Source: an optimization exercise on an open RTL-to-GDS flow (aim: small area, a short achievable clock period and few clock cycles per item). Production flows keep margins and buffers that such runs may drop.
Only simulation tests tie the RTL to the original design; equivalence was not proved.

Setup of garnet:
==> module gcd, before the edit <==
module gcd(opa, opb, start, resetn, clk, result, done);
input wire [31:0] opa;
input wire [31:0] opb;
input wire start, resetn;
input wire clk;
output wire [31:0] result;
output wire done;
reg  [31:0] A, B;
reg  [4:0]  k;
reg         flag;        
reg         rest;        
reg         sc;          
reg         ys;          
reg         run_reg;
reg         done_reg;
reg         start_reg;
reg         first;       
wire done_now;
assign result = B;
assign done   = done_reg | done_now;
wire init  = start & ~start_reg & (~run_reg | done_now);
wire [31:0] X = sc ? 32'd0 : A;
wire [31:0] Y = ys ? B : 32'd0;
wire [31:0] xy_d;       
wire        xy_gt;      
wire        xy_same;    
absdiff ad0 (.x(X), .y(Y), .d(xy_d), .gt(xy_gt), .eq(xy_same));
wire [3:0] xl = X[4:1] ^ Y[4:1];
wire force1 = sc & (flag | ~A[0]);
wire s1 = ~force1 & ~xl[0] & (xl[1] | ~xl[2]);    
wire s2 = ~force1 & ~xl[0] & ~xl[1];              
wire [31:0] st1 = s1 ? {2'b0, xy_d[31:2]} : {1'b0, xy_d[31:1]};
wire [31:0] nA  = s2 ? {2'b0, st1[31:2]} : st1;
wire nA0 = force1 ? B[1] : (|xl);           
wire swap   = sc | ~(xy_gt | xy_same);
wire finish = run_reg & ~rest & ~flag & xy_same;    
wire k1     = (k == 5'd1);
wire kz     = (k == 5'd0);
assign done_now = finish & ~sc & kz & ~first;
wire nflag = ~flag & ~A[0] & ~B[0];
wire nsc   = nflag | (sc & ~A[0]);
always @(posedge clk) begin
    if (init)
        A <= opa;
    else
        A <= nA;
end
wire b_ld   = init;
wire b_sh   = ~init & run_reg & (rest | (finish & ~sc & ~kz));
wire b_sw   = ~init & run_reg & ~(rest | (finish & ~sc & ~kz)) & swap;
wire b_hold = ~(b_ld | b_sh | b_sw);
wire [31:0] nB = ({32{b_ld}} & opb) | ({32{b_sh}} & {B[30:0], 1'b0}) |
                 ({32{b_sw}} & A) | ({32{b_hold}} & B);
always @(posedge clk)
    B <= nB;
always @(posedge clk) begin
    if (init) begin
        k    <= 5'd0;
        flag <= 1'b0;
        sc   <= ~opb[0];
        ys   <= ~opb[0] | opa[0];
    end else begin
        if (rest | finish) begin
            k    <= k - 5'd1;
        end else begin
            if (flag) k <= k + 5'd1;
            flag <= nflag;
        end
        sc <= nsc;
        ys <= nsc | nA0;
    end
end
always @(posedge clk or negedge resetn) begin
    if (~resetn) begin
        run_reg   <= 1'b0;
        done_reg  <= 1'b0;
        start_reg <= 1'b0;
        rest      <= 1'b0;
        first     <= 1'b0;
    end else begin
        start_reg <= start;
        first     <= init;
        if (init) begin
            run_reg  <= 1'b1;
            done_reg <= 1'b0;
            rest     <= 1'b0;
        end else if (run_reg) begin
            if ((finish & (sc | kz | k1)) | (rest & k1)) begin
                run_reg  <= 1'b0;
                done_reg <= 1'b1;
                rest     <= 1'b0;
            end else if (finish) begin
                rest     <= 1'b1;
            end
        end
    end
end
endmodule
export LEC_CHECK = 0
export ABC_AREA = 1
export CAP_MARGIN = 20
export CORE_MARGIN = 2
export CORE_UTILIZATION = 40
export CTS_BUF_LIST = sky130_fd_sc_hd__clkbuf_4 sky130_fd_sc_hd__clkbuf_8
export SLEW_MARGIN = 20
create_clock -name core_clock -period 4.0 [get_ports {clk}]
standard.sh (not shown) runs the stock make flow with config.mk's settings and CLKGATE_MAP_FILE= SYNTH_SCRIPT=/design/flow/synth_recipe.tcl, a recipe that flattens the netlist after the stock synthesis.
==> flow/flow/run.sh <==
#!/bin/bash
set -e
export BUFFER_PORTS_ARGS="-buffer_cell sky130_fd_sc_hd__buf_1"
bash standard.sh > standard.log 2>&1
Testbench counts of garnet, summed over its fixed seeds: cycles 169,285, items 8,000.
Changes in pepper relative to garnet:
diff --git a/flow/design.v b/flow/design.v
--- a/flow/design.v
+++ b/flow/design.v
@@ -27,12 +27,21 @@
 wire        xy_same;    
 absdiff ad0 (.x(X), .y(Y), .d(xy_d), .gt(xy_gt), .eq(xy_same));
 wire [3:0] xl = X[4:1] ^ Y[4:1];
 wire force1 = sc & (flag | ~A[0]);
-wire s1 = ~force1 & ~xl[0] & (xl[1] | ~xl[2]);    
-wire s2 = ~force1 & ~xl[0] & ~xl[1];              
-wire [31:0] st1 = s1 ? {2'b0, xy_d[31:2]} : {1'b0, xy_d[31:1]};
-wire [31:0] nA  = s2 ? {2'b0, st1[31:2]} : st1;
+wire [1:0] sh = force1 ? 2'd0 :
+                xl[0] ? 2'd0 :
+                xl[1] ? 2'd1 :
+                xl[2] ? 2'd2 : 2'd3;
+reg  [31:0] nA;
+always @(*) begin
+    case (sh)
+        2'd0: nA = {1'b0, xy_d[31:1]};
+        2'd1: nA = {2'b0, xy_d[31:2]};
+        2'd2: nA = {3'b0, xy_d[31:3]};
+        default: nA = {4'b0, xy_d[31:4]};
+    endcase
+end
 wire nA0 = force1 ? B[1] : (|xl);           
 wire swap   = sc | ~(xy_gt | xy_same);
 wire finish = run_reg & ~rest & ~flag & xy_same;    
 wire k1     = (k == 5'd1);
@@ -45,16 +54,16 @@
         A <= opa;
     else
         A <= nA;
 end
-wire b_ld   = init;
-wire b_sh   = ~init & run_reg & (rest | (finish & ~sc & ~kz));
-wire b_sw   = ~init & run_reg & ~(rest | (finish & ~sc & ~kz)) & swap;
-wire b_hold = ~(b_ld | b_sh | b_sw);
-wire [31:0] nB = ({32{b_ld}} & opb) | ({32{b_sh}} & {B[30:0], 1'b0}) |
-                 ({32{b_sw}} & A) | ({32{b_hold}} & B);
-always @(posedge clk)
-    B <= nB;
+always @(posedge clk) begin
+    if (init)
+        B <= opb;
+    else if (run_reg & (rest | (finish & ~sc & ~kz)))
+        B <= {B[30:0], 1'b0};
+    else if (run_reg & swap)
+        B <= A;
+end
 always @(posedge clk) begin
     if (init) begin
         k    <= 5'd0;
         flag <= 1'b0;
- Relative to garnet, via count increased by 627 in pepper.
- Max clock period minus worst slack across garnet and pepper: garnet
- garnet → pepper: die area has increased; number of H-tree branching levels has remained practically unchanged.
- Compared with garnet, pepper improves worst-case setup margin in the final layout.
- Relative to garnet, first-pass GRT wire length has increased by 15% in pepper.
Testbench counts of pepper, summed over its fixed seeds: cycles 169,285, items 8,000.

==> separate check: timing with driven ports <==
How much do the figures lean on ideal ports? The routed layouts below were timed once more, with nothing changed but the port constraints.
Step 1 assumes that a clkbuf_16 drives the clock port and a buf_2 every other input.
Step 2 times the ports against the registers' clock, not the clock port: input delays grow and output delays shrink by t, the midpoint of the rising clock arrivals with the driver on.
Three values: ideal, step 1, step 2; two values: the first two.
run	shift t [ns]	setup WS [ns]	hold slack, ns	latest minus earliest clock arrival (ns)	pins driven straight from the clock port
garnet	0.405	0.475 / 0.471 / 0.475	0.286 / 0.273 / 0.504	0.012 / 0.012	1
pepper	0.410	0.509 / 0.471 / 0.528	0.278 / 0.261 / 0.514	0.017 / 0.017	1
After both steps every run listed still meets setup and hold.
